What follows belongs to an exercise in optimizing a design on an open flow for small area and a short achievable clock period; a production flow would make more cautious choices.
Function was checked by simulation only, so behaviour that the tests miss may differ from the original.
Power figures rest on the tool's default switching activity, not on a simulated workload.

`flow/flow/run.sh`:
```
#!/bin/bash
# Standard layout with three changes:
#  - synthesis maps with the ABC script flow/map.abc (registers untouched:
#    abc runs without -dff, so the standard synthesis's flip-flops remain);
#  - the port buffers are the smallest buffer cell;
#  - no adder cells (ADDER_MAP_FILE empty): abc maps the adders as logic.
set -euo pipefail
W=$(pwd)
export BUFFER_PORTS_ARGS="-buffer_cell sky130_fd_sc_hd__buf_1"
# no half/full adder cells: the adders are left to abc as plain logic
export ADDER_MAP_FILE=""
{
  echo 'proc abc {args} {'
  echo '  set i [lsearch $args -script]'
  echo "  if {\$i >= 0} { lset args [expr {\$i+1}] $W/flow/map.abc }"
  echo '  yosys abc {*}$args'
  echo '}'
  cat "$W/synth_recipe.tcl"
} > "$W/my_synth.tcl"
sed -E "s#'?SYNTH_SCRIPT=[^ ']*'?#SYNTH_SCRIPT=$W/my_synth.tcl#" "$W/standard.sh" > "$W/my_standard.sh"
grep -q "SYNTH_SCRIPT=$W/my_synth.tcl" "$W/my_standard.sh"
bash "$W/my_standard.sh" > "$W/standard.log" 2>&1
```
`flow/flow/map.abc`:
```
strash
dch -f
map -B 0.9
topo
stime -c
buffer -c
upsize -c
dnsize -c
```
`flow/standard.sh`:
```
#!/bin/bash
# synth_recipe.tcl (not shown) runs the flow's synth.tcl, then flattens the netlist and writes it again
# the make line also repeats each setting of config.mk as NAME=value (left out here)
make -C /OpenROAD-flow-scripts/flow DESIGN_CONFIG=/design/flow/config.mk WORK_HOME=/design/flow/orfs CLKGATE_MAP_FILE= SYNTH_SCRIPT=/design/flow/synth_recipe.tcl "${@:-finish}"
```
`flow/config.mk`:
```
export PLATFORM = sky130hd
export DESIGN_NAME = fixedFloatConversion
export DESIGN_NICKNAME = fixedFloatConversion
export VERILOG_FILES = /design/flow/design.v
export SDC_FILE = /design/flow/constraint.sdc
export NUM_CORES = 4
export LEC_CHECK = 0
export ABC_AREA = 1
export CAP_MARGIN = 20
export CORE_MARGIN = 2
export CORE_UTILIZATION = 40
export SETUP_SLACK_MARGIN = 3.6
export SLEW_MARGIN = 20
export TNS_END_PERCENT = 0
```
`flow/constraint.sdc`:
```
create_clock -name core_clock -period 9.0 [get_ports {clk}]
set_input_delay 1.8000 -clock core_clock [delete_from_list [all_inputs] [get_ports {clk}]]
set_output_delay 1.8000 -clock core_clock [all_outputs]
set_load 0.01 [all_outputs]
```
`flow/design.v`:
```
`timescale 1ns / 1ps
module fixedFloatConversion(
  input wire clk,
  input wire rst,
  input wire[31:0] targetnumber,
  input wire[4:0] fixpointpos,
  input wire opcode,
  output reg[31:0] result);
wire        s  = targetnumber[31];
wire [30:0] t  = targetnumber[30:0];
wire        nz = |t;
wire [4:0] lz;
lzc32 ulz (.w({t ^ {31{s}}, 1'b1}), .lz(lz));
wire [9:0] d     = 10'd150 - {5'd0, fixpointpos} - {2'd0, targetnumber[30:23]};
wire       valid = (d[9:5] == 5'd0);
wire [4:0] bsh   = ~d[4:0];
wire [54:0] xa = {t, 24'd0};
wire [54:0] xb = {31'd0, 1'b1, t[22:0]};
wire [4:0]  sh = opcode ? bsh : lz;
wire pa1 = ~opcode & lz[4];
wire pa0 = ~opcode & ~lz[4];
wire pb1 = opcode & bsh[4];
wire pb0 = opcode & ~bsh[4];
wire [54:16] x1 = ({39{pa1}} & xa[38:0]) | ({39{pa0}} & xa[54:16])
                | ({39{pb1}} & xb[38:0]) | ({39{pb0}} & xb[54:16]);
wire [54:24] x2 = sh[3] ? x1[46:16] : x1[54:24];
wire [54:28] x3 = sh[2] ? x2[50:24] : x2[54:28];
wire [54:30] x4 = sh[1] ? x3[52:28] : x3[54:30];
wire [54:31] y  = sh[0] ? x4[53:30] : x4[54:31];
wire st = (~sh[2] & |x2[27:24]) | (~sh[1] & |x3[29:28]) | (~sh[0] & x4[30]);
wire        cin = ~opcode & st;
wire [24:0] vp;                  
prefix_or #(.N(25)) pb (.a({y[54:31], cin}), .y(vp));
wire [23:0] low = y[54:31] ^ ({24{s}} & vp[23:0]);
wire        pow2 = s & (&(t[30:1] | ~t[29:0]));
wire [7:0]  e  = 8'd157 - {3'd0, fixpointpos} - {3'd0, lz} + {7'd0, pow2};
wire keep = opcode ? valid : nz;
always @(posedge clk) begin
  result[22:0]  <= keep ? low[22:0] : 23'd0;
  result[30:23] <= keep ? (opcode ? {{7{s & vp[24]}}, low[23]} : e) : 8'd0;
  result[31]    <= keep & s & (~opcode | vp[24]);
end
endmodule
module lzc32 (
  input  wire [31:0] w,
  output wire [4:0]  lz);
  wire [15:0] z1; wire [15:0] c1;
  wire [7:0]  z2; wire [15:0] c2;
  wire [3:0]  z3; wire [11:0] c3;
  wire [1:0]  z4; wire [7:0]  c4;
  genvar i;
  generate
    for (i = 0; i < 16; i = i + 1) begin : l1
      assign z1[i] = ~(w[2*i+1] | w[2*i]);
      assign c1[i] = ~w[2*i+1];
    end
    for (i = 0; i < 8; i = i + 1) begin : l2
      assign z2[i] = z1[2*i+1] & z1[2*i];
      assign c2[2*i+1:2*i] = z1[2*i+1] ? {1'b1, c1[2*i]} : {1'b0, c1[2*i+1]};
    end
    for (i = 0; i < 4; i = i + 1) begin : l3
      assign z3[i] = z2[2*i+1] & z2[2*i];
      assign c3[3*i+2:3*i] = z2[2*i+1] ? {1'b1, c2[4*i+1:4*i]} : {1'b0, c2[4*i+3:4*i+2]};
    end
    for (i = 0; i < 2; i = i + 1) begin : l4
      assign z4[i] = z3[2*i+1] & z3[2*i];
      assign c4[4*i+3:4*i] = z3[2*i+1] ? {1'b1, c3[6*i+2:6*i]} : {1'b0, c3[6*i+5:6*i+3]};
    end
  endgenerate
  assign lz = z4[1] ? {1'b1, c4[3:0]} : {1'b0, c4[7:4]};
endmodule
module prefix_or #(parameter N = 32) (
  input  wire [N-1:0] a,
  output wire [N-1:0] y);
  localparam L = 5;               
  wire [N-1:0] p [0:L];
  assign p[0] = a;
  genvar k, i;
  generate
    for (k = 0; k < L; k = k + 1) begin : lv
      for (i = 0; i < N; i = i + 1) begin : bt
        if ((i >> k) & 1)
          assign p[k+1][i] = p[k][i] | p[k][((i >> k) << k) - 1];
        else
          assign p[k+1][i] = p[k][i];
      end
    end
  endgenerate
  assign y = p[L];
endmodule
```
==> results_dict.tcl, run 1 <==
set metrics [dict create \
    status "finished clean" \
    initial_core_util_pct 41.3 \
    slew_viol_final 0 \
    synth_cell_types 50 \
    cp_data_arrival_time_ns 5.24 \
    critPathLaunch "targetnumber[31]" \
    synth_top_area_share_pct 23.3 \
    vias 6073 \
    place_hpwl_um 12100 \
    drtIter0Drc 507 \
    num_io_pins 72 \
    hold_violations 0 \
    area_growth_syn_to_layout_pct 8.04 \
    power_density_nw_per_um2 145 \
    port_buffers 70 \
    ys_seq_elements 32 \
    hold_buffers 0 \
    yosysTopAreaCell "nand3_1" \
    cp-endpoint "result[27]" \
    synth.avg_cell_area_um2 5.54 \
    final.setup.tns_ns 0 \
    wire_per_inst_um 13.9 \
    largest-register "result" \
    worst_pin_slew_ns 0.688 \
    p_leak_nw 2.50 \
    h-tree-depth 2 \
    root_buffer "clkbuf_16" \
    fin_hold_ws_ns 2.04 \
    yosysWarnings 2 \
    dieWidth_um 116 \
    crit_path_max_fanout 33 \
    grt_usage_pct 23.6 \
    critPathKind "in -> reg" \
    top_regs "result x32" \
    slew_headroom_pct 53.7 \
    die_height_um 116 \
    syn-instance-count 902 \
    cts_tree "done" \
    antenna_found_initial 0 \
    fp-row-count 40 \
    worstPathRequired_ns 9.17 \
    grt_pass1_vias 5324 \
    drc_errors 0 \
    worst_hold_path_type "in -> reg" \
    cts_buffer_depth 2 \
    routed_via_density 5.48 \
    clk_pin_slew_ns 0.05 \
    async_reset_ff_share_pct 0 \
    insertedDiodeCount 0 \
    setup-violations-final 0 \
    gr-total-overflow 0 \
    nFillCells 1398 \
    synth-edff-count 0 \
    cts_sinks 32 \
    final_util_pct 44.6 \
    grt_pass1_wl_um 25600 \
    end_kind "register" \
    syn-cell-area_um2 5000 \
    final_antenna_net_count 0 \
    drt-total-wl_um 15400 \
    fin_crit_ns 5.07 \
    grt_max_degree 51 \
    synth_fp_nets 942 \
    final_cell_mix "nand3_1 (233), nand2_1 (219), nor2_1 (75)" \
    final_common_cell "nand3_1" \
    ir_drop_v 0.0000678 \
    max_freq_mhz 197 \
    gp_routability_congestion 0.960 \
    worstHoldStart "fixpointpos[4]" \
    numCtsBuffers 5 \
    maxCapViolations 0 \
    nNetsFinal 980 \
    synthTopCellsByArea "nand3_1 (23%), nand2_1 (16%), dfxtp_1 (13%)" \
    total_power_mw 0.785 \
    synthFlopType "dfxtp_1" \
    fin_crit_sh_pct 56.3 \
    rsz0062_at_grt "no" \
    largest_reg_flops 32 \
    drive_gt1_share_pct 8.40 \
    die-area_um2 13400 \
    yosysSeqAreaShare_pct 12.8 \
    core_um2 12100 \
    start_kind "primary input" \
    first_pass_iters 6 \
]
==> synthesized netlist by cell type, types with 8 or more instances <==
library cell,count
a21oi_1,45
buf_2,13
nand3_2,9
o211ai_1,10
o21ai_0,38
o21ai_2,9
clkbuf_1,8
inv_1,74
nor2_1,75
xnor2_1,10
o21ai_1,11
nand3_1,233
buf_6,10
dfxtp_1,32
nand2_1,219
nand4_1,17
nand2_2,12
==> how the worst min path moves through the flow <==
stage / endpoint / slack, ns / cells after the start
floorplan: result[0] / 2.10 / 0
global placement: result[29] / 2.19 / 1
detailed placement: result[3] / 2.18 / 1
CTS: result[30] / 2.04 / 6
global route: result[30] / 2.16 / 6
finish: result[30] / 2.04 / 6
==> what timing repair did <==
item,CTS,global route
setup buffers,0,3
pin swaps,0,1
gates resized for setup,3,8
setup endpoints to repair,25,28
cloned,0,0
==> logic make-up (layout without fill, tap and decap cells) <==
kind of cell	count (synthesis)	in the layout	share of synthesized area, %
buffers and inverters	128	167	12.7
AOI/OAI and AO/OA	131	131	15.6
and+or+nand+nor	594	594	55.8
DFF	32	32	12.8
xor gates and xnor gates	17	17	3.13
==> where the power goes <==
group | switching (mW) | internal (mW)
Sequential | 0.00698 | 0.171
Combinational | 0.299 | 0.138
Clock | 0.0602 | 0.110
Total | 0.366 | 0.419
==> critical path, stage by stage <==
cell,delay (ns)
buf_6,0.25
buf_6,0.31
nand2_1,0.10
a21oi_2,0.18
nand3_2,0.11
nor2_4,0.26
nand3_1,0.17
nand2_1,0.20
nand2_1,0.16
nand2_8,0.21
inv_2,0.20
nand3_1,0.13
nand2_1,0.09
nor2_1,0.12
nand3_2,0.15
nor2_4,0.16
buf_12,0.14
nand4_2,0.11
nand2_1,0.09
nand2_1,0.06
nand2_2,0.13
nor2_1,0.06
==> through the flow <==
stage / area, um^2 / setup slack [ns] / instances
2_1_floorplan: 5000 / 4.57 / 902
3_3_place_gp: 5170 / 3.07 / 1098
3_5_place_dp: 5170 / 3.05 / 1098
4_1_cts: 5340 / 3.65 / 1106
5_1_grt: 5400 / 3.59 / 1109
6_report: 5400 / 3.93 / 1109
==> cell type report <==
type                            count  area, um^2  area share (%)
Clock buffer                        6         139            2.57
Clock inverter                      2        15.0           0.278
Multi-Input combinational cell    742        3740            69.4
Sequential cell                    32         641            11.9
Tap cell                          168         210            3.89
Timing Repair Buffer               76         333            6.16
Inverter                           83         317            5.86
==> metal layers <==
layer	share of wire (%)	track usage, %	vias up
li1	-	-	3120
met1	46	31.7	2710
met2	46	39.2	213
met3	6.2	3.61	30
met4	2.2	6.83	0
met5	0	0	-
==> run 2, diff against run 1 <==
==> flow/flow/map.abc (replaced) <==
strash
dch -f
map -B 0.9
strash
dch -f
map -B 0.9
==> results_dict.tcl, run 2 <==
set metrics [dict create \
    synth_fp_nets 921 \
    cts_tree "done" \
    grt_pass1_wl_um 26400 \
    final_antenna_net_count 0 \
    syn-instance-count 881 \
    cp_data_arrival_time_ns 5.26 \
    synthFlopType "dfxtp_1" \
    yosysSeqAreaShare_pct 14.4 \
    yosysWarnings 2 \
    synth.avg_cell_area_um2 5.03 \
    maxCapViolations 0 \
    total_power_mw 0.740 \
    cts_sinks 32 \
    fin_cells 1118 \
    yosysTopAreaCell "nand3_1" \
    ir_drop_v 0.0000916 \
    port_buffers 70 \
    synth_top_area_share_pct 27.0 \
    hold_buffers 0 \
    root_buffer "clkbuf_8" \
    p_clk_share_pct 18.8 \
    crit_slowest_cell "buf_6" \
    p_int_mw 0.389 \
    die-area_um2 11900 \
    start_kind "primary input" \
    final_util_pct 49.2 \
    numCtsBuffers 5 \
    status "finished clean" \
    synth_cell_types 24 \
    cts_buffer_depth 2 \
    worst_hold_path_type "in -> reg" \
    first_pass_iters 8 \
    grt_usage_pct 28.0 \
    h-tree-depth 2 \
    clk_pin_slew_ns 0.07 \
    placed_area_um2 4960 \
    grt_max_degree 43 \
    max_freq_mhz 197 \
    async_reset_ff_share_pct 0 \
    power_density_nw_per_um2 139 \
    place_hpwl_um 12300 \
    gr-total-overflow 0 \
    pwr-share-comb_pct 57.3 \
    routed_via_density 5.61 \
    ys_seq_elements 32 \
    fp-row-count 38 \
    cp_slowest_stage_delay_ns 0.20 \
    largest_reg_flops 32 \
    synthTopCellsByArea "nand3_1 (27%), nand2_1 (24%), dfxtp_1 (14%)" \
    slew_headroom_pct 62.6 \
    wire_per_inst_um 14.6 \
    setup-violations-final 0 \
    worstPathRequired_ns 9.18 \
    power_frac_seq_pct 23.9 \
    dieWidth_um 109 \
    final_area_um2 5340 \
    crit_path_frequent_cell "nand2_1" \
    drtIter0Drc 472 \
    synth_most_common_cell "nand2_1" \
    final_cell_mix "nand2_1 (276), nand3_1 (236), nor2_1 (79)" \
    core_um2 10800 \
    final_common_cell "nand2_1" \
    worst_pin_slew_ns 0.559 \
    critPathKind "in -> reg" \
    top_regs "result x32" \
    final.setup.tns_ns 0 \
    crit_path_max_fanout 27 \
    grt_pass1_vias 5486 \
    gp_routability_congestion 0.968 \
    antenna_found_initial 0 \
    drc_errors 0 \
    placed_cells 1101 \
    fin_crit_ns 5.08 \
    synth-edff-count 0 \
    initial_core_util_pct 40.9 \
    vias 6275 \
    largest-register "result" \
    die_height_um 109 \
    drt-total-wl_um 16300 \
    slew_viol_final 0 \
    drive_gt1_share_pct 7.46 \
    num_io_pins 72 \
    syn-cell-area_um2 4430 \
    p_sw_share_pct 47.5 \
    p_leak_nw 2.34 \
    power.switching_mw 0.351 \
    hold_violations 0 \
    end_kind "register" \
    synth_common_cells "nand2_1 (284), nand3_1 (239), nor2_1 (84), clkinv_1 (80), o21ai_0 (67)" \
    rsz0062_at_grt "no" \
    insertedDiodeCount 0 \
    area_growth_syn_to_layout_pct 20.4 \
    fin_crit_sh_pct 56.4 \
    nNetsFinal 1017 \
]
## run 2: cell types whose count changed after synthesis, moves of 11 or more
| cell | change |
|---|---|
| buf_2 | -13 |
| clkinv_1 | +79 |
| inv_1 | -74 |
| nand2_1 | +65 |
| nand2_2 | -12 |
| o21ai_0 | +29 |
| o21ai_1 | -11 |
## run 2: layout make-up
cell class,count,area [um^2]
fillers,1251,5500
multi-input cells,771,3640
flip-flops and latches,32,641
repair buffers,87,454
inverters,80,322
well taps,140,175
clock buffers,6,72.6
clock inverters,2,35.0
## run 2: through the flow
step                      hold WS [ns]  setup WS, ns
after floorplan                   1.93          3.64
after global placement            2.19          2.18
after detailed placement          2.19          2.15
after CTS                         1.97          3.62
after global routing              1.90          3.60
final                             1.87          3.92
## run 2: critical path: cells and delay by family
| family | cells | cell delay, ns |
|---|---|---|
| mux | 1 | 0.15 |
| simple gates | 14 | 1.52 |
| compound gates | 4 | 0.53 |
| buf+inv | 7 | 1.21 |
## run 2: routing by layer
metal  vias to the layer above  GRT usage, %  wire (um)
met4                         0          7.32        349
met2                       221          46.9       7370
li1                       3209             -          -
met3                        39          4.27       1150
met5                         -             0          0
met1                      2806          37.5       7410
## run 2: cells by family after synthesis
logic type | count (synthesis) | share of synthesized area [%]
AO/OA/AOI/OAI | 125 | 15.1
buffers and inverters | 80 | 6.77
XOR/XNOR | 8 | 1.58
flip-flops | 32 | 14.4
multiplexers | 1 | 0.226
AND/OR/NAND/NOR | 635 | 61.9
## run 2: final timing paths
check / cells after the start / slack, ns / to / start
worst max-delay path: 26 / 3.92 / result[25] / targetnumber[31]
worst min-delay path: 3 / 1.87 / result[31] / targetnumber[31]
## run 2: power by group through the flow
| stage | logic, mW | registers [mW] | clock network, mW |
|---|---|---|---|
| finish | 0.424 | 0.177 | 0.139 |
| CTS | 0.408 | 0.178 | 0.143 |
| detailed placement | 0.400 | 0.181 | 0 |
| global placement | 0.397 | 0.180 | 0 |
| floorplan | 0.268 | 0.197 | 0 |
| global route | 0.485 | 0.180 | 0.149 |
## run 2: timing repair
item,CTS,global route
pin swaps,1,3
endpoints found under the setup margin,32,27
endpoints found under the hold margin,0,0
gates resized for setup,24,45
cloned,1,2
setup buffers,1,5
==> run 3, diff against run 2 <==
==> flow/flow/map.abc (replaced) <==
strash
dch -f
map -B 0.9
==> results_dict.tcl, run 3 <==
set metrics [dict create \
    gp_routability_congestion 0.960 \
    largest_reg_flops 32 \
    cpLargestDelayFamily "simple AND/OR/NAND/NOR gates" \
    largest-register "result" \
    dieWidth_um 109 \
    maxCapViolations 0 \
    fin_crit_sh_pct 56.2 \
    synth-xor-area-share_pct 3.35 \
    yosysWarnings 2 \
    num_io_pins 72 \
    fin_cells 1093 \
    ir_drop_v 0.000101 \
    synthTopCellsByArea "nand3_1 (27%), nand2_1 (20%), dfxtp_1 (14%)" \
    syn-cell-area_um2 4440 \
    crit_slowest_cell "or2_2" \
    top_regs "result x32" \
    worstPathRequired_ns 9.19 \
    critPathKind "in -> reg" \
    yosysSeqAreaShare_pct 14.4 \
    placed_cells 1074 \
    rsz0062_at_grt "no" \
    synth_simple_gate_area_share_pct 58.9 \
    power.switching_mw 0.361 \
    synth-edff-count 0 \
    synth.avg_cell_area_um2 5.18 \
    p_int_mw 0.397 \
    h-tree-depth 2 \
    antenna_found_initial 0 \
    final_common_cell "nand3_1" \
    die_height_um 109 \
    crit_buf_inv 4 \
    crit_path_max_fanout 31 \
    place_hpwl_um 11600 \
    first_pass_iters 5 \
    grt_pass1_wl_um 24600 \
    grt_usage_pct 25.8 \
    port_buffers 70 \
    start_kind "primary input" \
    synth_common_cells "nand3_1 (242), nand2_1 (235), nor2_1 (87), clkinv_1 (83), o21ai_0 (58)" \
    status "finished clean" \
    cts_tree "done" \
    synthFlopType "dfxtp_1" \
    synth_most_common_cell "nand3_1" \
    hold_violations 0 \
    grt_max_degree 51 \
    syn-instance-count 857 \
    vias 6249 \
    cts_sinks 32 \
    final_antenna_net_count 0 \
    final_cell_mix "nand3_1 (237), nand2_1 (229), nor2_1 (83)" \
    end_kind "register" \
    power_density_nw_per_um2 141 \
    nNetsFinal 992 \
    initial_core_util_pct 41.0 \
    fin_crit_ns 5.06 \
    drtIter0Drc 652 \
    fp-row-count 38 \
    worst_hold_path_type "in -> reg" \
    hold_buffers 0 \
    crit_path_frequent_cell "nand2_1" \
    slew_headroom_pct 56.1 \
    cts_buffer_depth 2 \
    area_growth_syn_to_layout_pct 20.7 \
    routed_via_density 5.72 \
    synth_fa_ha_area_share_pct 0 \
    cp_slowest_stage_delay_ns 0.32 \
    ys_seq_elements 32 \
    insertedDiodeCount 0 \
    slew_viol_final 0 \
    p_clk_share_pct 18.2 \
    clk_pin_slew_ns 0.07 \
    yosysTopAreaCell "nand3_1" \
    synth_compound_gate_area_share_pct 16.3 \
    numCtsBuffers 5 \
    wire_per_inst_um 14.3 \
    core_um2 10800 \
    final.setup.tns_ns 0 \
    power_frac_seq_pct 23.3 \
    drc_errors 0 \
    p_sw_share_pct 47.7 \
    synth_cell_types 27 \
    grt_pass1_vias 5071 \
    drt-total-wl_um 15600 \
    async_reset_ff_share_pct 0 \
    synthMuxAreaShare_pct 0 \
    root_buffer "clkbuf_8" \
    p_leak_nw 2.22 \
    pwr-share-comb_pct 58.4 \
    synth_fp_nets 897 \
    max_freq_mhz 198 \
    drive_gt1_share_pct 5.98 \
    setup-violations-final 0 \
    synth_top_family_by_area "simple AND/OR/NAND/NOR gates" \
    synth_top_area_share_pct 27.3 \
    gr-total-overflow 0 \
    worst_pin_slew_ns 0.653 \
    die-area_um2 12000 \
    cp_data_arrival_time_ns 5.25 \
]
-- run 3: cell types whose count changed after synthesis, sizes merged, moves of 3 or more --
cell / previous run / this run
a21oi: 38 / 47
clkinv: 80 / 83
nand2: 284 / 235
nand3: 239 / 242
nand4: 7 / 18
nor2: 84 / 87
nor3: 9 / 1
o21ai: 67 / 58
o22ai: 4 / 0
xnor2: 3 / 11
-- run 3: metal layers --
metal  GRT usage (%)  vias to the layer above  share of wire [%]
met5               0                        -                  0
met4            6.33                        0                2.6
met3            5.28                       38                9.1
met2            42.1                      290                 44
met1            34.8                     2762                 44
li1                -                     3159                  -
-- run 3: area by class of cell --
type,count,area (um^2)
Multi-Input combinational cell,746,3650
Fill cell,1223,5480
Inverter,83,330
Clock inverter,3,42.5
Clock buffer,5,68.8
Tap cell,140,175
Timing Repair Buffer,84,450
Sequential cell,32,641
-- run 3: kinds of logic (layout without fill, tap and decap cells) --
family	count (synthesis)	count (layout)
buffers and inverters	83	175
XOR/XNOR	17	17
AND/OR/NAND/NOR	594	598
flip-flops	32	32
AO/OA/AOI/OAI	131	131
-- run 3: per-stage QoR --
step           total power [mW]  area, um^2  hold WS [ns]  utilization, %  setup WS (ns)
6_report                  0.758        5360          1.86            49.4           3.94
3_5_place_dp              0.592        4930          2.19            45.5           2.32
5_1_grt                   0.833        5360          1.88            49.4           3.60
4_1_cts                   0.738        5110          1.87            47.1           3.65
3_3_place_gp              0.590        4930          2.18            45.5           2.31
2_1_floorplan             0.479        4440          1.92               -           3.63
-- run 3: power groups by stage --
stage	Sequential [mW]	Clock [mW]	Combinational [mW]
finish	0.177	0.138	0.443
global placement	0.181	0	0.409
CTS	0.178	0.144	0.417
floorplan	0.197	0	0.283
global route	0.180	0.150	0.503
detailed placement	0.181	0	0.411
-- run 3: final timing paths --
| check | end | slack, ns | cells past startpoint | startpoint |
|---|---|---|---|---|
| worst min-delay path | result[31] | 1.86 | 3 | targetnumber[31] |
| worst max-delay path | result[27] | 3.94 | 25 | targetnumber[31] |
-- run 3: what timing repair did --
action / 4_1_cts / 5_1_grt
gates resized for setup: 19 / 39
pin swaps: 0 / 6
setup endpoints to repair: 32 / 29
buffers inserted: 0 / 5
cloned: 0 / 6
==> run 4, diff against run 3 <==
==> flow/flow/map.abc (replaced) <==
strash
dc2
dch -f
map -B 0.9
==> results_dict.tcl, run 4 <==
set metrics [dict create \
    async_reset_ff_share_pct 0 \
    numCtsBuffers 5 \
    yosysWarnings 2 \
    fin_crit_sh_pct 64.6 \
    fin_hold_ws_ns 1.95 \
    end_kind "register" \
    synth_cell_types 27 \
    top_regs "result x32" \
    critPathKind "in -> reg" \
    status "finished clean" \
    yosysTopAreaCell "nand2_1" \
    cts_sinks 32 \
    drive_gt1_share_pct 33.8 \
    slew_headroom_pct 57.9 \
    dr_wl_met2_um 8580 \
    placed_cells 1028 \
    largest_reg_flops 32 \
    nNetsFinal 1065 \
    grt_pass1_wl_um 27600 \
    fin_cells 1162 \
    final_antenna_net_count 0 \
    max_freq_mhz 172 \
    met1_length_um 7560 \
    synthTopCellsByArea "nand2_1 (25%), dfxtp_1 (15%), o21ai_0 (15%)" \
    power_density_nw_per_um2 130 \
    worst_hold_path_type "in -> reg" \
    hold_buffers 0 \
    yosysSeqAreaShare_pct 15.3 \
    gr-total-overflow 0 \
    ir_drop_v 0.0000927 \
    grt_pass1_vias 5702 \
    antenna_found_initial 0 \
    dieWidth_um 106 \
    synth_fp_nets 854 \
    crit_slowest_cell "nor3_4" \
    rsz0062_at_grt "yes" \
    synth_common_cells "nand2_1 (278), o21ai_0 (128), clkinv_1 (110), nand3_1 (82), nor2_1 (55)" \
    core_um2 10200 \
    drt-total-wl_um 18300 \
    cp_data_arrival_time_ns 5.99 \
    first_pass_iters 8 \
    drc_errors 0 \
    maxCapViolations 0 \
    fp-row-count 37 \
    cts_buffer_depth 2 \
    root_buffer "clkbuf_8" \
    slew_viol_final 0 \
    synth.avg_cell_area_um2 5.15 \
    cts_tree "done" \
    num_io_pins 72 \
    initial_core_util_pct 41.0 \
    die-area_um2 11300 \
    synth_top_area_share_pct 24.9 \
    insertedDiodeCount 0 \
    syn-instance-count 814 \
    hold_violations 0 \
    gp_routability_congestion 1.06 \
    fin_crit_ns 5.81 \
    dr_wl_met3_um 1620 \
    cp_slowest_stage_delay_ns 0.20 \
    crit_path_max_fanout 13 \
    grt_max_degree 46 \
    worstHoldStart "fixpointpos[4]" \
    largest-register "result" \
    start_kind "primary input" \
    vias 6466 \
    final_common_cell "nand2_1" \
    synth_most_common_cell "nand2_1" \
    clk_pin_slew_ns 0.07 \
    syn-cell-area_um2 4190 \
    place_hpwl_um 11000 \
    setup-violations-final 0 \
    worstPathRequired_ns 9.17 \
    crit_path_frequent_cell "buf_4" \
    h-tree-depth 2 \
    p_leak_nw 3.04 \
    die_height_um 106 \
    synthFlopType "dfxtp_1" \
    final_cell_mix "nand2_1 (212), buf_4 (115), o21ai_0 (86)" \
    final.setup.tns_ns 0 \
    synth-edff-count 0 \
    ys_seq_elements 32 \
    routed_via_density 5.56 \
    area_growth_syn_to_layout_pct 63.2 \
    worst_pin_slew_ns 0.627 \
    wire_per_inst_um 15.7 \
    holdPathStages 4 \
    port_buffers 70 \
    drtIter0Drc 601 \
    worst_hold_path.endpoint "result[30]" \
    grt_usage_pct 30.5 \
    dr.max_layer_used "met4" \
]
[run 4: kinds of logic (layout without fill, tap and decap cells)]
kind of cell / after synthesis / in the layout / share of synthesized area [%]
adder cells (fa/ha/maj): 1 / 1 / 0.239
buffers and inverters: 110 / 317 / 9.84
XOR/XNOR: 13 / 13 / 2.71
multiplexers: 6 / 6 / 1.43
AND/OR/NAND/NOR: 450 / 453 / 44.7
flip-flops: 32 / 32 / 15.3
AO/OA/AOI/OAI: 202 / 204 / 25.8
[run 4: repair_timing]
action                                 in CTS  in global routing
pin swaps                                  46                 59
setup endpoints to repair                  29                 25
gates cloned                               11                  1
endpoints found under the hold margin       0                  0
gates resized for setup                   180                102
buffers inserted                           83                 31
[run 4: how the worst max path moves through the flow]
stage / from / endpoint / cells after the start
2_1_floorplan: targetnumber[14] / result[24] / 31
6_report: targetnumber[31] / result[2] / 36
3_3_place_gp: targetnumber[31] / result[24] / 31
3_5_place_dp: targetnumber[31] / result[25] / 31
5_1_grt: targetnumber[31] / result[25] / 34
4_1_cts: targetnumber[19] / result[25] / 32
[run 4: worst max-delay path: cells and delay by family]
kind	cells	cell delay, ns
AND/OR/NAND/NOR	12	1.12
AO/OA/AOI/OAI	3	0.34
XOR/XNOR	1	0.18
buffers and inverters	20	2.51
[run 4: cell type report]
class                           instances  area, um^2
Fill cell                             932        3390
Multi-Input combinational cell        677        3950
Clock buffer                            7        96.3
Timing Repair Buffer                  196        1450
Inverter                              110         480
Tap cell                              136         170
Clock inverter                          1        30.0
Sequential cell                        32         641
Timing Repair inverter                  3        27.5
[run 4: stage by stage]
stage	utilization (%)	setup slack [ns]	cell area (um^2)	total power, mW
6_report	66.9	3.19	6840	0.886
4_1_cts	61.2	3.54	6260	0.821
2_1_floorplan	-	3.09	4320	0.445
3_5_place_dp	47.0	1.43	4810	0.549
3_3_place_gp	47.0	1.44	4810	0.548
5_1_grt	66.9	2.81	6840	0.949
[run 4: where the power goes]
| part | total [mW] | leakage [nW] | switching (mW) | internal, mW |
|---|---|---|---|---|
| combinational | 0.556 | 2.70 | 0.338 | 0.218 |
| sequential | 0.175 | 0.269 | 0.00593 | 0.170 |
| clock | 0.155 | 0.0645 | 0.0576 | 0.0977 |
| total | 0.886 | 3.04 | 0.401 | 0.485 |
[run 4: metal layers]
metal,vias up,global-route usage (%)
li1,3183,-
met1,2914,40.5
met2,315,50.6
met3,54,4.11
met4,0,10.8
met5,-,0
==> run 5, diff against run 4 <==
==> flow/flow/map.abc (replaced) <==
strash
dch -f
map -B 0.9 -A 0.9
==> results_dict.tcl, run 5 <==
set metrics [dict create \
    syn-instance-count 913 \
    final.setup.tns_ns 0 \
    cp-endpoint "result[29]" \
    largest-register "result" \
    worstPathRequired_ns 9.16 \
    power_density_nw_per_um2 147 \
    worst_hold_path_type "in -> reg" \
    yosysTopAreaCell "nand2_1" \
    vias 6221 \
    grt_max_degree 47 \
    final_common_cell "nand2_1" \
    synth-edff-count 0 \
    max_freq_mhz 194 \
    num_io_pins 72 \
    drt-total-wl_um 16300 \
    drive_gt1_share_pct 9.42 \
    hold_violations 0 \
    largest_reg_flops 32 \
    grt_usage_pct 25.1 \
    grt_pass1_wl_um 26000 \
    synth_common_cells "nand2_1 (319), nand3_1 (210), nor2_1 (114), clkinv_1 (95), o21ai_0 (55)" \
    h-tree-depth 2 \
    first_pass_iters 5 \
    nFillCells 1217 \
    start_kind "primary input" \
    pre_cts_ws_ns 2.36 \
    async_reset_ff_share_pct 0 \
    numCtsBuffers 5 \
    end_kind "register" \
    nNetsFinal 1058 \
    port_buffers 70 \
    clk_pin_slew_ns 0.05 \
    place_hpwl_um 11200 \
    yosysSeqAreaShare_pct 14.0 \
    routed_via_density 5.37 \
    critPathLaunch "targetnumber[31]" \
    die_height_um 111 \
    maxCapViolations 0 \
    insertedDiodeCount 0 \
    rsz0062_at_grt "no" \
    drtIter0Drc 667 \
    synth_most_common_cell "nand2_1" \
    ys_seq_elements 32 \
    p_leak_nw 2.56 \
    ir_drop_v 0.000126 \
    syn-cell-area_um2 4560 \
    drc_errors 0 \
    synth_top_area_share_pct 26.2 \
    fp-row-count 38 \
    initial_core_util_pct 41.5 \
    gp_routability_congestion 0.950 \
    cts_tree "done" \
    root_buffer "clkbuf_16" \
    gr-total-overflow 0 \
    synthTopCellsByArea "nand2_1 (26%), nand3_1 (23%), dfxtp_1 (14%)" \
    fin_crit_ns 5.15 \
    synth.avg_cell_area_um2 5.00 \
    cp_data_arrival_time_ns 5.31 \
    core_um2 11000 \
    final_antenna_net_count 0 \
    synth_fp_nets 953 \
    slew_headroom_pct 53.9 \
    cts_buffer_depth 2 \
    wire_per_inst_um 14.1 \
    top_regs "result x32" \
    crit_path_max_fanout 14 \
    cts_sinks 32 \
    dieWidth_um 111 \
    setup-violations-final 0 \
    critPathKind "in -> reg" \
    slew_viol_final 0 \
    fin_crit_sh_pct 57.2 \
    worst_pin_slew_ns 0.691 \
    antenna_found_initial 0 \
    die-area_um2 12300 \
    synth_cell_types 18 \
    hold_buffers 0 \
    worst_slack_ns 3.85 \
    synthFlopType "dfxtp_1" \
    area_growth_syn_to_layout_pct 26.9 \
    grt_pass1_vias 5421 \
    status "finished clean" \
    final_cell_mix "nand2_1 (308), nand3_1 (202), nor2_1 (105)" \
    yosysWarnings 2 \
]
==> run 5: changes by cell type in the layout (fill, tap and decap cells not counted), moves of 16 or more <==
cell | before | now
nand2_2 | 50 | 9
o21ai_0 | 86 | 46
o21ai_1 | 21 | 5
buf_1 | 39 | 62
o22ai_1 | 17 | 0
nand3_1 | 58 | 202
xnor2_1 | 2 | 19
buf_4 | 115 | 10
nand2_1 | 212 | 308
nor2_1 | 36 | 105
==> run 5: worst min-delay path by stage <==
stage / from / endpoint / slack [ns] / depth (start not counted)
finish: targetnumber[31] / result[31] / 1.88 / 3
global route: targetnumber[31] / result[31] / 1.91 / 3
CTS: targetnumber[31] / result[31] / 1.95 / 3
detailed placement: result[29] / result[29] / 2.19 / 1
global placement: result[28] / result[28] / 2.19 / 1
floorplan: opcode / result[24] / 1.93 / 2
==> run 5: routing by layer <==
layer / vias up / track usage, % / wire length (um)
met2: 253 / 41.2 / 7230
li1: 3218 / - / -
met4: 0 / 6.92 / 479
met1: 2707 / 34.1 / 7180
met5: - / 0 / 0
met3: 43 / 3.94 / 1400
==> run 5: cell families after synthesis <==
| logic type | Yosys count | synth area share [%] |
|---|---|---|
| and+or+nand+nor | 669 | 62.3 |
| buffers and inverters | 95 | 7.82 |
| AOI/OAI and AO/OA | 81 | 8.94 |
| xor gates and xnor gates | 35 | 6.72 |
| DFF | 32 | 14.0 |
| muxes | 1 | 0.219 |
==> run 5: timing repair <==
action,CTS,global route
resized for setup,26,63
pin swaps,3,6
gates cloned,4,7
setup endpoints to repair,31,26
setup buffers,1,10
==> run 5: layout make-up <==
type	count	area (um^2)	area share, %
Multi-Input combinational cell	791	3830	66.3
Sequential cell	32	641	11.1
Clock inverter	2	15.0	0.259
Timing Repair Buffer	91	574	9.92
Timing Repair inverter	2	13.8	0.238
Tap cell	140	175	3.03
Inverter	95	395	6.83
Clock buffer	6	139	2.40
==> run 5: worst max-delay path, stage by stage <==
cell and delay [ns]:
buf_6 0.14, buf_12 0.16, nand2_1 0.06, clkinv_1 0.06, nor2_1 0.15, nor2_2 0.08
nand2_1 0.07, clkinv_1 0.11, nand2_2 0.13, nand3b_1 0.16, nand3_1 0.10, nand2_1 0.11
clkinv_1 0.09, nand2_1 0.20, o21ai_2 0.27, nand3_1 0.17, o21ai_0 0.13, nor2_1 0.19
nand2_1 0.08, nor2_2 0.10, buf_4 0.17, nand2_1 0.11, or2_2 0.32, nand2_1 0.06
nand2_1 0.05, nand2_2 0.14, nor2_1 0.06
==> run 5: power by group <==
group          total [mW]  switching, mW  internal [mW]
registers           0.182        0.00710          0.175
clock network       0.171         0.0611          0.110
logic               0.499          0.325          0.174
==> run 5: stage by stage <==
stage	utilization (%)	total power, mW	area [um^2]	cells	hold slack, ns
6_report	52.7	0.852	5790	1159	1.88
5_1_grt	52.7	0.935	5790	1159	1.91
4_1_cts	49.2	0.813	5410	1142	1.95
3_5_place_dp	46.2	0.622	5070	1129	2.19
3_3_place_gp	46.2	0.620	5070	1129	2.19
2_1_floorplan	-	0.506	4590	913	1.93
==> run 6, diff against run 5 <==
--- a/flow/design.v
+++ b/flow/design.v
@@ -12,7 +12,7 @@
 wire [4:0] lz;
 lzc32 ulz (.w({t ^ {31{s}}, 1'b1}), .lz(lz));
-wire [9:0] d     = 10'd150 - {5'd0, fixpointpos} - {2'd0, targetnumber[30:23]};
-wire       valid = (d[9:5] == 5'd0);
-wire [4:0] bsh   = ~d[4:0];
+wire [8:0] sum   = {4'd0, fixpointpos} + {1'd0, targetnumber[30:23]} + 9'd9;
+wire       valid = (sum[8:5] == 4'b0100);
+wire [4:0] bsh   = sum[4:0];
 wire [54:0] xa = {t, 24'd0};
 wire [54:0] xb = {31'd0, 1'b1, t[22:0]};
==> flow/flow/map.abc (replaced) <==
strash
dch -f
map -B 0.9
==> results_dict.tcl, run 6 <==
set metrics [dict create \
    worstPathRequired_ns 9.19 \
    yosysSeqAreaShare_pct 14.4 \
    gr-total-overflow 0 \
    fin_crit_sh_pct 56.3 \
    synth_top_area_share_pct 27.2 \
    final_cell_mix "nand2_1 (302), nand3_1 (241), nor2_1 (73)" \
    yosysWarnings 2 \
    vias 6114 \
    drt-total-wl_um 15700 \
    yosysTopAreaCell "nand3_1" \
    first_pass_iters 5 \
    slew_headroom_pct 49.4 \
    nNetsFinal 1004 \
    drc_errors 0 \
    final_area_um2 5270 \
    crit_buf_inv 4 \
    synth_most_common_cell "nand2_1" \
    placed_area_um2 4960 \
    fin_crit_ns 5.07 \
    nFillCells 1231 \
    largest-register "result" \
    end_kind "register" \
    drive_gt1_share_pct 5.29 \
    final_common_cell "nand2_1" \
    worst_pin_slew_ns 0.752 \
    synth_fp_nets 916 \
    grt_max_degree 68 \
    numCtsBuffers 5 \
    p_leak_nw 2.29 \
    crit_slowest_cell "a21oi_1" \
    crit_path_max_fanout 18 \
    wire_per_inst_um 14.2 \
    clk_pin_slew_ns 0.06 \
    hold_violations 0 \
    synthFlopType "dfxtp_1" \
    synth.avg_cell_area_um2 5.08 \
    start_kind "primary input" \
    crit_path_frequent_cell "nand2_1" \
    place_hpwl_um 11500 \
    die-area_um2 12000 \
    critPathKind "in -> reg" \
    cts_sinks 32 \
    hold_buffers 0 \
    synth_cell_types 28 \
    maxCapViolations 0 \
    die_height_um 110 \
    slew_viol_final 0 \
    dieWidth_um 110 \
    grt_pass1_vias 5295 \
    top_regs "result x32" \
    syn-cell-area_um2 4450 \
    root_buffer "clkbuf_8" \
    placed_cells 1092 \
    insertedDiodeCount 0 \
    gp_routability_congestion 0.950 \
    h-tree-depth 2 \
    synth-edff-count 0 \
    cts_tree "done" \
    final_antenna_net_count 0 \
    fin_cells 1104 \
    ys_seq_elements 32 \
    setup-violations-final 0 \
    area_growth_syn_to_layout_pct 18.3 \
    worst_hold_path_type "in -> reg" \
    final_util_pct 48.6 \
    synth_common_cells "nand2_1 (308), nand3_1 (242), nor2_1 (80), clkinv_1 (65), a21oi_1 (44)" \
    worst_hold_path.endpoint "result[24]" \
    core_um2 10800 \
    routed_via_density 5.54 \
    status "finished clean" \
    synthTopCellsByArea "nand3_1 (27%), nand2_1 (26%), dfxtp_1 (14%)" \
    rsz0062_at_grt "no" \
    fp-row-count 38 \
    cts_buffer_depth 2 \
    final.setup.tns_ns 0 \
    power_density_nw_per_um2 130 \
    port_buffers 70 \
    worstPathCellList "buf_2, inv_4, o21ai_0, nor2_2, nand2_1, clkinv_1, a21oi_1, a31oi_2, nand3_1, nand2_1, nor2_1, nand2_1, nor2_4, buf_12, nand2_1, nand2_1, nand2_1, o21ai_0, a21oi_1" \
    initial_core_util_pct 41.1 \
    worstHoldStart "fixpointpos[0]" \
    syn-instance-count 876 \
    max_freq_mhz 197 \
    antenna_found_initial 0 \
    ir_drop_v 0.0000691 \
    total_power_mw 0.686 \
    holdPathStages 5 \
    grt_usage_pct 27.1 \
    cpLargestDelayFamily "compound AO/OA/AOI/OAI gates" \
    largest_reg_flops 32 \
    drtIter0Drc 538 \
    num_io_pins 72 \
    async_reset_ff_share_pct 0 \
    cp_data_arrival_time_ns 5.25 \
    grt_pass1_wl_um 25700 \
    cp_slowest_stage_delay_ns 0.56 \
]
-- run 6: kinds of logic after synthesis --
group,synth area share [%]
simple gates,63.7
xor+xnor,4.13
buf+inv,5.48
compound gates,12.3
flops,14.4
-- run 6: layout make-up --
type | instances | area (um^2) | area share (%)
multi-input cells | 780 | 3720 | 70.5
flip-flops and latches | 32 | 641 | 12.2
repair buffers | 80 | 407 | 7.72
inverters | 65 | 253 | 4.80
well taps | 140 | 175 | 3.32
clock buffers | 6 | 72.6 | 1.38
clock inverters | 1 | 5.00 | 0.0950
-- run 6: worst min-delay path, delay by kind of cell --
| family | cells | cell delay, ns |
|---|---|---|
| buffers and inverters | 1 | 0.12 |
| and+or+nand+nor | 2 | 0.16 |
| xor gates and xnor gates | 1 | 0.13 |
| AOI/OAI and AO/OA | 1 | 0.07 |
-- run 6: what timing repair did --
item	CTS	global route
setup endpoints to repair	31	28
pin swaps	2	1
gates cloned	1	2
setup buffers	2	0
endpoints found under the hold margin	0	0
gates resized for setup	14	29
-- run 6: worst max path at each step --
stage | slack (ns) | depth (start not counted) | to | from
floorplan | 3.61 | 22 | result[22] | targetnumber[31]
global placement | 2.35 | 19 | result[22] | targetnumber[31]
detailed placement | 2.32 | 21 | result[28] | targetnumber[31]
CTS | 3.61 | 23 | result[28] | targetnumber[31]
global route | 3.59 | 27 | result[18] | targetnumber[22]
finish | 3.93 | 19 | result[18] | targetnumber[31]
-- run 6: layer usage --
layer | track usage [%] | up-vias | part of all wire, %
met5 | 0 | - | 0
met4 | 8.05 | 0 | 3.4
met3 | 4.15 | 40 | 7.0
met2 | 43.8 | 203 | 43
met1 | 37.1 | 2710 | 46
li1 | - | 3161 | -
-- run 6: through the flow --
step / setup slack, ns / hold WS, ns
detailed placement: 2.32 / 2.19
global placement: 2.35 / 2.19
finish: 3.93 / 2.03
floorplan: 3.61 / 1.93
CTS: 3.61 / 2.02
global route: 3.59 / 2.07
-- run 6: report_power, final --
part / internal (mW) / switching [mW] / leakage [nW] / total (mW)
combinational: 0.131 / 0.276 / 1.98 / 0.407
clock: 0.0525 / 0.0547 / 0.0410 / 0.107
sequential: 0.167 / 0.00560 / 0.268 / 0.172
==> run 7, diff against run 6 <==
--- a/flow/config.mk
+++ b/flow/config.mk
@@ -10,4 +10,5 @@
 export CORE_MARGIN = 2
 export CORE_UTILIZATION = 40
+export PLACE_DENSITY = 0.5
 export SETUP_SLACK_MARGIN = 3.6
 export SLEW_MARGIN = 20
==> results_dict.tcl, run 7 <==
set metrics [dict create \
    status "finished clean" \
    synth_top_area_share_pct 27.2 \
    p_leak_nw 2.33 \
    nNetsFinal 1010 \
    worstPathRequired_ns 9.19 \
    cpLargestDelayFamily "simple AND/OR/NAND/NOR gates" \
    grt_max_degree 68 \
    drive_gt1_share_pct 6.08 \
    cts_sinks 32 \
    holdPathStages 5 \
    final_common_cell "nand2_1" \
    num_io_pins 72 \
    area_growth_syn_to_layout_pct 19.9 \
    placed_area_um2 4970 \
    final_util_pct 49.2 \
    fp-row-count 38 \
    antenna_found_initial 0 \
    drt-total-wl_um 17000 \
    routed_via_density 5.65 \
    cts_tree "done" \
    final_area_um2 5340 \
    cp_data_arrival_time_ns 5.29 \
    die_height_um 110 \
    crit_path_frequent_cell "nand2_1" \
    grt_usage_pct 29.0 \
    yosysSeqAreaShare_pct 14.4 \
    largest_reg_flops 32 \
    final_antenna_net_count 0 \
    gr-total-overflow 0 \
    end_kind "register" \
    vias 6277 \
    core_um2 10800 \
    synth_most_common_cell "nand2_1" \
    fin_crit_ns 5.10 \
    synth_fa_ha_area_share_pct 0 \
    yosysTopAreaCell "nand3_1" \
    syn-cell-area_um2 4450 \
    rsz0062_at_grt "no" \
    synthMuxAreaShare_pct 0 \
    h-tree-depth 2 \
    port_buffers 70 \
    ys_seq_elements 32 \
    crit_path_max_fanout 29 \
    grt_pass1_vias 5632 \
    ir_drop_v 0.000133 \
    hold_buffers 0 \
    synthTopCellsByArea "nand3_1 (27%), nand2_1 (26%), dfxtp_1 (14%)" \
    die-area_um2 12000 \
    worst_pin_slew_ns 0.769 \
    drc_errors 0 \
    syn-instance-count 876 \
    synth.avg_cell_area_um2 5.08 \
    worst_hold_path_type "in -> reg" \
    nFillCells 1201 \
    clk_pin_slew_ns 0.06 \
    cp_slowest_stage_delay_ns 0.29 \
    root_buffer "clkbuf_8" \
    hold_violations 0 \
    max_freq_mhz 196 \
    slew_headroom_pct 48.3 \
    power_density_nw_per_um2 136 \
    cts_buffer_depth 2 \
    worst_hold_path.endpoint "result[24]" \
    worstHoldStart "fixpointpos[0]" \
    setup-violations-final 0 \
    top_regs "result x32" \
    async_reset_ff_share_pct 0 \
    synth-xor-area-share_pct 4.13 \
    crit_slowest_cell "nand2_8" \
    grt_pass1_wl_um 27500 \
    critPathKind "in -> reg" \
    worstPathCellList "buf_1, clkinv_1, nand2_1, nand2_1, nor2_1, clkinv_1, nand2_1, clkinv_1, nand2_1, nand3_1, nand2_8, nand3_1, nand3_1, nand3_1, and2_2, o21ai_2, nand3_2, nor2_4, buf_4, clkinv_1, o21ai_0, nand2_1, nand2_1, nor2_1" \
    place_hpwl_um 12600 \
    largest-register "result" \
    gp_routability_congestion 0.946 \
    synth_cell_types 28 \
    synth_top_family_by_area "simple AND/OR/NAND/NOR gates" \
    slew_viol_final 0 \
    dieWidth_um 110 \
    wire_per_inst_um 15.3 \
    synth_common_cells "nand2_1 (308), nand3_1 (242), nor2_1 (80), clkinv_1 (65), a21oi_1 (44)" \
    initial_core_util_pct 41.1 \
    synth_simple_gate_area_share_pct 63.7 \
    numCtsBuffers 5 \
    final.setup.tns_ns 0 \
    yosysWarnings 2 \
    synth_compound_gate_area_share_pct 12.3 \
    fin_crit_sh_pct 56.7 \
    maxCapViolations 0 \
    crit_buf_inv 6 \
    insertedDiodeCount 0 \
    synthFlopType "dfxtp_1" \
    synth_fp_nets 916 \
    start_kind "primary input" \
    drtIter0Drc 582 \
    final_cell_mix "nand2_1 (300), nand3_1 (241), nor2_1 (72)" \
    first_pass_iters 5 \
    synth-edff-count 0 \
]
==> run 7: cell counts after synthesis <==
Identical to the previous run, type by type.
==> run 7: cell type report <==
cell class	instances	area (um^2)	area share, %
inverters	65	253	4.73
repair buffers	85	433	8.11
clock inverters	2	35.0	0.656
clock buffers	6	72.6	1.36
well taps	140	175	3.28
flip-flops and latches	32	641	12.0
multi-input cells	781	3730	69.9
==> run 7: logic make-up after synthesis <==
family,Yosys count
xor+xnor,21
flops,32
compound gates,101
simple gates,657
buf+inv,65
==> run 7: worst max path at each step <==
| stage | slack (ns) | from | cells past startpoint | to |
|---|---|---|---|---|
| after global placement | 2.45 | targetnumber[31] | 18 | result[24] |
| after global routing | 3.58 | targetnumber[31] | 25 | result[29] |
| after detailed placement | 2.30 | targetnumber[31] | 18 | result[25] |
| after CTS | 3.73 | targetnumber[31] | 23 | result[25] |
| after floorplan | 3.61 | targetnumber[31] | 22 | result[22] |
| final | 3.90 | targetnumber[26] | 24 | result[11] |
==> run 7: timing repair <==
item / CTS / global route
setup buffers: 4 / 2
cloned: 1 / 3
pin swaps: 2 / 4
setup endpoints to repair: 31 / 27
resized for setup: 16 / 26
hold endpoints to repair: 0 / 0
==> run 7: metal layers <==
metal | track usage (%) | vias to the layer above | share of wire (%)
li1 | - | 3185 | -
met2 | 49.9 | 202 | 45
met1 | 37.8 | 2850 | 45
met4 | 7.14 | 0 | 2.7
met5 | 0 | - | 0
met3 | 4.68 | 40 | 7.2
==> run 7: power by group <==
group | leakage, nW | switching, mW | internal, mW
Combinational | 2.00 | 0.284 | 0.132
Sequential | 0.268 | 0.00530 | 0.167
Clock | 0.0552 | 0.0545 | 0.0820
Total | 2.33 | 0.344 | 0.381
==> run 7: per-stage QoR <==
stage                     cells  total power, mW  hold WS [ns]  setup slack (ns)
after floorplan             876            0.451          1.93              3.61
after global placement     1093            0.559          2.19              2.45
after detailed placement   1093            0.565          2.18              2.30
after CTS                  1106            0.712          2.03              3.73
after global routing       1111            0.795          2.08              3.58
final                      1111            0.725          2.04              3.90
==> run 8, diff against run 7 <==
--- a/flow/config.mk
+++ b/flow/config.mk
@@ -10,5 +10,5 @@
 export CORE_MARGIN = 2
 export CORE_UTILIZATION = 40
-export PLACE_DENSITY = 0.5
+export PLACE_DENSITY = 0.75
 export SETUP_SLACK_MARGIN = 3.6
 export SLEW_MARGIN = 20
==> results_dict.tcl, run 8 <==
set metrics [dict create \
    wire_per_inst_um 14.1 \
    start_kind "primary input" \
    p_sw_share_pct 47.5 \
    num_io_pins 72 \
    synth_top_area_share_pct 27.2 \
    final_cell_mix "nand2_1 (302), nand3_1 (241), nor2_1 (75)" \
    syn-cell-area_um2 4450 \
    drtIter0Drc 726 \
    pwr-share-comb_pct 56.4 \
    cpLargestDelayFamily "simple AND/OR/NAND/NOR gates" \
    cp_data_arrival_time_ns 5.31 \
    pre_cts_ws_ns 2.34 \
    synth_fp_nets 916 \
    worst_slack_ns 3.89 \
    worstPathRequired_ns 9.20 \
    worst_hold_path_type "in -> reg" \
    die-area_um2 12000 \
    largest_reg_flops 32 \
    slew_viol_final 0 \
    p_clk_share_pct 19.6 \
    port_buffers 70 \
    rsz0062_at_grt "yes" \
    status "finished clean" \
    cp_slowest_stage_delay_ns 0.25 \
    cts_buffer_depth 2 \
    crit_buf_inv 3 \
    p_leak_nw 2.29 \
    area_growth_syn_to_layout_pct 17.8 \
    final.setup.tns_ns 0 \
    dieWidth_um 110 \
    worstPathCellList "clkbuf_2, buf_12, xnor2_1, nand2_1, nor2_1, nand2_1, nand2_1, nand2_1, nand2_1, nand2_8, nand2_1, nand2_1, nand2_1, nand3_1, and2_2, o21ai_2, nand3_2, nor2_4, buf_12, nand2_1, o21ai_0, nand2_1, nand2_1, nor2_1" \
    place_hpwl_um 11300 \
    crit_cells 24 \
    hold_violations 0 \
    critPathKind "in -> reg" \
    total_power_mw 0.718 \
    power_frac_seq_pct 24.1 \
    numCtsBuffers 5 \
    p_int_mw 0.377 \
    die_height_um 110 \
    synth_most_common_cell "nand2_1" \
    gp_routability_congestion 0.980 \
    grt_pass1_wl_um 25300 \
    largest-register "result" \
    crit_path_max_fanout 34 \
    ys_seq_elements 32 \
    synth_common_cells "nand2_1 (308), nand3_1 (242), nor2_1 (80), clkinv_1 (65), a21oi_1 (44)" \
    synthTopCellsByArea "nand3_1 (27%), nand2_1 (26%), dfxtp_1 (14%)" \
    cts_tree "done" \
    core_um2 10800 \
    fin_crit_sh_pct 56.8 \
    grt_max_degree 68 \
    yosysSeqAreaShare_pct 14.4 \
    critPathLaunch "targetnumber[31]" \
    synth_cell_types 28 \
    initial_core_util_pct 41.1 \
    max_freq_mhz 196 \
    end_kind "register" \
    synthFlopType "dfxtp_1" \
    yosysWarnings 2 \
    crit_path_frequent_cell "nand2_1" \
    drive_gt1_share_pct 5.28 \
    synth.avg_cell_area_um2 5.08 \
    antenna_found_initial 0 \
    crit_slowest_cell "buf_12" \
    drc_errors 0 \
    regArea_um2 641 \
    routed_via_density 5.65 \
    ir_drop_v 0.000113 \
    vias 6243 \
    worst_pin_slew_ns 0.794 \
    clk_pin_slew_ns 0.07 \
    top_regs "result x32" \
    multi_input_area_um2 3680 \
    root_buffer "clkbuf_8" \
    maxCapViolations 0 \
    cp-endpoint "result[16]" \
    fp-row-count 38 \
    slew_headroom_pct 46.6 \
    grt_usage_pct 26.4 \
    h-tree-depth 2 \
    final_common_cell "nand2_1" \
    async_reset_ff_share_pct 0 \
    power.switching_mw 0.341 \
    syn-instance-count 876 \
    first_pass_iters 6 \
    grt_pass1_vias 5387 \
    fin_crit_ns 5.11 \
    nNetsFinal 1004 \
    hold_buffers 0 \
    synth-edff-count 0 \
    yosysTopAreaCell "nand3_1" \
    gr-total-overflow 0 \
    cts_sinks 32 \
    power_density_nw_per_um2 137 \
    drt-total-wl_um 15500 \
    setup-violations-final 0 \
    nFillCells 1229 \
    final_antenna_net_count 0 \
    insertedDiodeCount 0 \
]
-- run 8: cell counts after synthesis --
Identical to the previous run, type by type.
-- run 8: per-layer routing --
metal	part of all wire, %	global-route usage (%)	wire, um	vias up
met5	0	0	0	-
met4	3.4	10.7	525	0
met3	8.1	4.51	1260	42
met2	45	42.6	6930	275
met1	44	34.8	6830	2749
li1	-	-	-	3177
-- run 8: repair_timing --
| item | 4_1_cts | 5_1_grt |
|---|---|---|
| setup buffers | 3 | 0 |
| resized for setup | 13 | 20 |
| cloned | 1 | 1 |
| endpoints found under the hold margin | 0 | 0 |
| endpoints found under the setup margin | 31 | 28 |
| pin swaps | 2 | 0 |
-- run 8: worst min-delay path by stage --
stage / startpoint / end / slack [ns] / cells past startpoint
after floorplan: opcode / result[26] / 1.93 / 2
after global placement: result[30] / result[30] / 2.19 / 1
after detailed placement: result[30] / result[30] / 2.19 / 1
after CTS: targetnumber[31] / result[31] / 2.03 / 4
after global routing: opcode / result[23] / 2.08 / 4
final: fixpointpos[0] / result[24] / 2.03 / 5
-- run 8: area by class of cell --
type | instances | share of cell area, %
inverters | 65 | 4.82
clock inverters | 3 | 0.811
clock buffers | 5 | 1.31
flip-flops and latches | 32 | 12.2
multi-input cells | 780 | 70.1
well taps | 140 | 3.34
repair buffers | 80 | 7.39
-- run 8: per-stage QoR --
stage	hold slack, ns	cell area [um^2]	instances	util (%)
global placement	2.19	4960	1092	45.8
global route	2.08	5250	1105	48.4
CTS	2.03	5160	1104	47.6
finish	2.03	5250	1105	48.4
floorplan	1.93	4480	876	-
detailed placement	2.19	4960	1092	45.8
-- run 8: kinds of logic after synthesis --
family,after synthesis,synth area share (%)
AOI/OAI and AO/OA,101,12.3
xor gates and xnor gates,21,4.13
buffers and inverters,65,5.48
DFF,32,14.4
and+or+nand+nor,657,63.7
-- run 8: power by group through the flow --
stage	combinational (mW)	sequential [mW]	clock [mW]
after global placement	0.373	0.176	0
final	0.405	0.173	0.140
after CTS	0.389	0.174	0.143
after floorplan	0.262	0.189	0
after detailed placement	0.379	0.177	0
after global routing	0.458	0.175	0.151
==> run 9, diff against run 8 <==
--- a/flow/config.mk
+++ b/flow/config.mk
@@ -10,5 +10,5 @@
 export CORE_MARGIN = 2
 export CORE_UTILIZATION = 40
-export PLACE_DENSITY = 0.75
+export CTS_BUF_LIST = sky130_fd_sc_hd__clkbuf_8
 export SETUP_SLACK_MARGIN = 3.6
 export SLEW_MARGIN = 20
==> results_dict.tcl, run 9 <==
set metrics [dict create \
    grt_pass1_vias 5295 \
    ir_drop_v 0.0000693 \
    cts_sinks 32 \
    vias 6115 \
    yosysWarnings 2 \
    start_kind "primary input" \
    synth_most_common_cell "nand2_1" \
    nFillCells 1231 \
    fin_hold_ws_ns 2.03 \
    ys_seq_elements 32 \
    yosysTopAreaCell "nand3_1" \
    first_pass_iters 6 \
    largest_reg_flops 32 \
    end_kind "register" \
    dieWidth_um 110 \
    antenna_found_initial 0 \
    grt_max_degree 68 \
    synth_fp_nets 916 \
    maxCapViolations 0 \
    yosysSeqAreaShare_pct 14.4 \
    worstPathRequired_ns 9.19 \
    drtIter0Drc 538 \
    drive_gt1_share_pct 5.29 \
    clk_pin_slew_ns 0.07 \
    hold_buffers 0 \
    critPathLaunch "targetnumber[31]" \
    power_density_nw_per_um2 130 \
    insertedDiodeCount 0 \
    cts_buffer_depth 2 \
    fp-row-count 38 \
    synth-edff-count 0 \
    total_power_mw 0.685 \
    numCtsBuffers 5 \
    synthTopCellsByArea "nand3_1 (27%), nand2_1 (26%), dfxtp_1 (14%)" \
    place_hpwl_um 11500 \
    p_leak_nw 2.29 \
    num_io_pins 72 \
    final_antenna_net_count 0 \
    grt_pass1_wl_um 25700 \
    pre_cts_ws_ns 2.32 \
    rsz0062_at_grt "no" \
    nNetsFinal 1004 \
    gp_routability_congestion 0.950 \
    routed_via_density 5.54 \
    initial_core_util_pct 41.1 \
    slew_headroom_pct 49.4 \
    gr-total-overflow 0 \
    synth_top_area_share_pct 27.2 \
    fin_crit_sh_pct 56.3 \
    synth_cell_types 28 \
    wire_per_inst_um 14.2 \
    cp_data_arrival_time_ns 5.25 \
    critPathKind "in -> reg" \
    cts_tree "done" \
    synth.avg_cell_area_um2 5.08 \
    synth_common_cells "nand2_1 (308), nand3_1 (242), nor2_1 (80), clkinv_1 (65), a21oi_1 (44)" \
    max_freq_mhz 197 \
    final.setup.tns_ns 0 \
    syn-instance-count 876 \
    status "finished clean" \
    die-area_um2 12000 \
    crit_path_max_fanout 18 \
    worst_slack_ns 3.93 \
    top_regs "result x32" \
    worst_pin_slew_ns 0.752 \
    core_um2 10800 \
    die_height_um 110 \
    syn-cell-area_um2 4450 \
    final_cell_mix "nand2_1 (302), nand3_1 (241), nor2_1 (73)" \
    hold_violations 0 \
    worst_hold_path_type "in -> reg" \
    area_growth_syn_to_layout_pct 18.3 \
    drt-total-wl_um 15700 \
    final_common_cell "nand2_1" \
    h-tree-depth 2 \
    async_reset_ff_share_pct 0 \
    worstHoldStart "fixpointpos[0]" \
    grt_usage_pct 27.1 \
    root_buffer "clkbuf_8" \
    largest-register "result" \
    regArea_um2 641 \
    slew_viol_final 0 \
    multi_input_area_um2 3720 \
    drc_errors 0 \
    port_buffers 70 \
    fin_crit_ns 5.07 \
    synthFlopType "dfxtp_1" \
    setup-violations-final 0 \
]
==> run 9: cell counts after synthesis <==
Identical to the previous run, type by type.
==> run 9: cell families (layout without fill, tap and decap cells) <==
group                     count (synthesis)  count (layout)  synth area share (%)
buffers and inverters                    65             152                  5.48
AOI/OAI and AO/OA                       101             102                  12.3
xor gates and xnor gates                 21              21                  4.13
and+or+nand+nor                         657             657                  63.7
DFF                                      32              32                  14.4
==> run 9: per-layer routing <==
layer	global-route usage [%]	share of wire (%)	vias up
met1	37.1	46	2712
met3	4.15	7.1	38
met5	0	0	-
li1	-	-	3160
met2	43.8	43	205
met4	8.05	3.3	0
==> run 9: path summary, 6_finish.rpt <==
path	to	slack, ns	cells past startpoint
min	result[24]	2.03	5
max	result[18]	3.93	19
==> run 9: what timing repair did <==
action,4_1_cts,5_1_grt
endpoints found under the setup margin,31,28
pin swaps,2,1
setup buffers,2,0
gates resized for setup,14,29
cloned,1,2
==> run 9: final cells by class <==
| type | count | area share, % |
|---|---|---|
| repair buffers | 80 | 7.72 |
| clock inverters | 2 | 0.166 |
| clock buffers | 5 | 1.31 |
| inverters | 65 | 4.80 |
| flip-flops and latches | 32 | 12.2 |
| well taps | 140 | 3.32 |
| multi-input cells | 780 | 70.5 |
==> run 9: critical path, stage by stage <==
cell      delay (ns)
buf_2           0.25
inv_4           0.15
o21ai_0         0.27
nor2_2          0.09
nand2_1         0.15
clkinv_1        0.19
a21oi_1         0.56
a31oi_2         0.45
nand3_1         0.19
nand2_1         0.09
nor2_1          0.20
nand2_1         0.12
nor2_4          0.11
buf_12          0.14
nand2_1         0.10
nand2_1         0.11
nand2_1         0.07
o21ai_0         0.14
a21oi_1         0.05
==> run 9: stage by stage <==
stage,area (um^2),std cells,utilization (%)
floorplan,4480,876,-
global placement,4960,1092,45.8
detailed placement,4960,1092,45.8
CTS,5120,1102,47.2
global route,5270,1104,48.6
finish,5270,1104,48.6
==> run 9: power by group <==
part / internal [mW] / switching [mW]
sequential: 0.167 / 0.00560
clock: 0.0513 / 0.0548
combinational: 0.131 / 0.276
total: 0.349 / 0.336
==> run 10, diff against run 9 <==
--- a/flow/config.mk
+++ b/flow/config.mk
@@ -10,6 +10,5 @@
 export CORE_MARGIN = 2
 export CORE_UTILIZATION = 40
-export CTS_BUF_LIST = sky130_fd_sc_hd__clkbuf_8
-export SETUP_SLACK_MARGIN = 3.6
+export SETUP_SLACK_MARGIN = 3.4
 export SLEW_MARGIN = 20
 export TNS_END_PERCENT = 0
==> results_dict.tcl, run 10 <==
set metrics [dict create \
    dieWidth_um 110 \
    worstHoldStart "targetnumber[31]" \
    slew_viol_final 0 \
    status "finished clean" \
    ir_drop_v 0.0000939 \
    synth-edff-count 0 \
    cp_data_arrival_time_ns 5.31 \
    hold_buffers 0 \
    cts_sinks 32 \
    p_leak_nw 2.28 \
    nNetsFinal 1005 \
    worstPathRequired_ns 9.19 \
    synthFlopType "dfxtp_1" \
    drive_gt1_share_pct 4.35 \
    core_um2 10800 \
    yosysWarnings 2 \
    fin_crit_sh_pct 56.9 \
    final_cell_mix "nand2_1 (305), nand3_1 (241), nor2_1 (77)" \
    die_height_um 110 \
    async_reset_ff_share_pct 0 \
    dr_wl_met2_um 6760 \
    num_io_pins 72 \
    met1_length_um 7150 \
    fp-row-count 38 \
    total_power_mw 0.721 \
    dr_wl_met3_um 1020 \
    yosysTopAreaCell "nand3_1" \
    power_density_nw_per_um2 139 \
    final_common_cell "nand2_1" \
    routed_via_density 5.48 \
    worst_slack_ns 3.88 \
    vias 6060 \
    fin_crit_ns 5.12 \
    grt_usage_pct 27.3 \
    synth_top_area_share_pct 27.2 \
    crit_path_frequent_cell "nand2_1" \
    worst_pin_slew_ns 0.861 \
    area_growth_syn_to_layout_pct 16.9 \
    antenna_found_initial 0 \
    gp_routability_congestion 0.930 \
    worst_hold_path_type "in -> reg" \
    largest_reg_flops 32 \
    yosysSeqAreaShare_pct 14.4 \
    drt-total-wl_um 15300 \
    clk_pin_slew_ns 0.07 \
    final_area_um2 5200 \
    drc_errors 0 \
    h-tree-depth 2 \
    synth_cell_types 28 \
    final.setup.tns_ns 0 \
    gr-total-overflow 0 \
    syn-cell-area_um2 4450 \
    grt_max_degree 43 \
    synth.avg_cell_area_um2 5.08 \
    wire_per_inst_um 13.9 \
    grt_pass1_vias 5438 \
    fin_hold_ws_ns 2.03 \
    critPathKind "in -> reg" \
    maxCapViolations 0 \
    holdPathStages 4 \
    cts_tree "done" \
    place_hpwl_um 11600 \
    largest-register "result" \
    synth_most_common_cell "nand2_1" \
    ys_seq_elements 32 \
    root_buffer "clkbuf_8" \
    first_pass_iters 5 \
    die-area_um2 12000 \
    drtIter0Drc 538 \
    start_kind "primary input" \
    crit_buf_inv 3 \
    worst_hold_path.endpoint "result[0]" \
    port_buffers 70 \
    crit_path_max_fanout 32 \
    placed_area_um2 4970 \
    end_kind "register" \
    synth_common_cells "nand2_1 (308), nand3_1 (242), nor2_1 (80), clkinv_1 (65), a21oi_1 (44)" \
    cp_slowest_stage_delay_ns 0.30 \
    initial_core_util_pct 41.1 \
    syn-instance-count 876 \
    cts_buffer_depth 2 \
    synth_fp_nets 916 \
    synthTopCellsByArea "nand3_1 (27%), nand2_1 (26%), dfxtp_1 (14%)" \
    pre_cts_ws_ns 1.53 \
    grt_pass1_wl_um 26100 \
    dr.max_layer_used "met4" \
    setup-violations-final 0 \
    crit_slowest_cell "buf_4" \
    rsz0062_at_grt "no" \
    numCtsBuffers 5 \
    hold_violations 0 \
    top_regs "result x32" \
    max_freq_mhz 195 \
    cpLargestDelayFamily "simple AND/OR/NAND/NOR gates" \
    slew_headroom_pct 42.4 \
    insertedDiodeCount 0 \
    final_antenna_net_count 0 \
]
## run 10: changes by cell type in the layout (fill, tap and decap cells not counted), moves of 2 or more
| cell | change |
|---|---|
| nand2_1 | +3 |
| o21ai_0 | +3 |
| clkinv_2 | -2 |
| nor2_2 | -3 |
| buf_4 | +5 |
| clkbuf_16 | -2 |
| nand2_8 | -2 |
| clkbuf_8 | +2 |
| nor2_1 | +4 |
## run 10: stage by stage
stage | instances | utilization [%]
after floorplan | 876 | -
after global routing | 1106 | 48.0
after detailed placement | 1094 | 45.8
final | 1106 | 48.0
after global placement | 1094 | 45.8
after CTS | 1106 | 47.7
## run 10: area by class of cell
| cell class | count | area [um^2] |
|---|---|---|
| fill | 1236 | 5640 |
| multi-input combinational | 780 | 3640 |
| sequential | 32 | 641 |
| timing repair buffer | 81 | 369 |
| inverter | 65 | 258 |
| tap | 140 | 175 |
| clock buffer | 7 | 96.3 |
| clock inverter | 1 | 30.0 |
## run 10: worst max-delay path by stage
stage / cells after the start / end / from
2_1_floorplan: 12 / result[22] / opcode
3_3_place_gp: 20 / result[22] / targetnumber[31]
3_5_place_dp: 23 / result[22] / targetnumber[31]
4_1_cts: 25 / result[24] / targetnumber[31]
5_1_grt: 25 / result[22] / targetnumber[31]
6_report: 25 / result[22] / targetnumber[31]
## run 10: cell families (layout without fill, tap and decap cells)
| group | after synthesis | after routing | synth area share (%) |
|---|---|---|---|
| xor+xnor | 21 | 21 | 4.13 |
| flops | 32 | 32 | 14.4 |
| simple gates | 657 | 657 | 63.7 |
| compound gates | 101 | 102 | 12.3 |
| buf+inv | 65 | 154 | 5.48 |
## run 10: per-layer routing
| layer | up-vias | GRT usage (%) |
|---|---|---|
| li1 | 3174 | - |
| met1 | 2639 | 37.0 |
| met2 | 211 | 44.5 |
| met3 | 36 | 3.91 |
| met4 | 0 | 8.41 |
| met5 | - | 0 |
## run 10: power by group
group          internal (mW)  switching (mW)  total [mW]
clock network         0.0976          0.0551       0.153
registers              0.167         0.00575       0.172
logic                  0.126           0.270       0.396
## run 10: timing repair
action	in CTS	in global routing
pin swaps	2	0
gates resized for setup	9	11
cloned	1	0
setup buffers	3	0
setup endpoints to repair	32	28

Re-timed with assumed drivers on the ports (clkbuf_16 on the clock, buf_2 on other inputs), run 10 has 3.869 ns of setup slack against 3.876 ns with ideal ports, and 3.547 ns once port delays also move by the mid clock arrival of 0.323 ns.
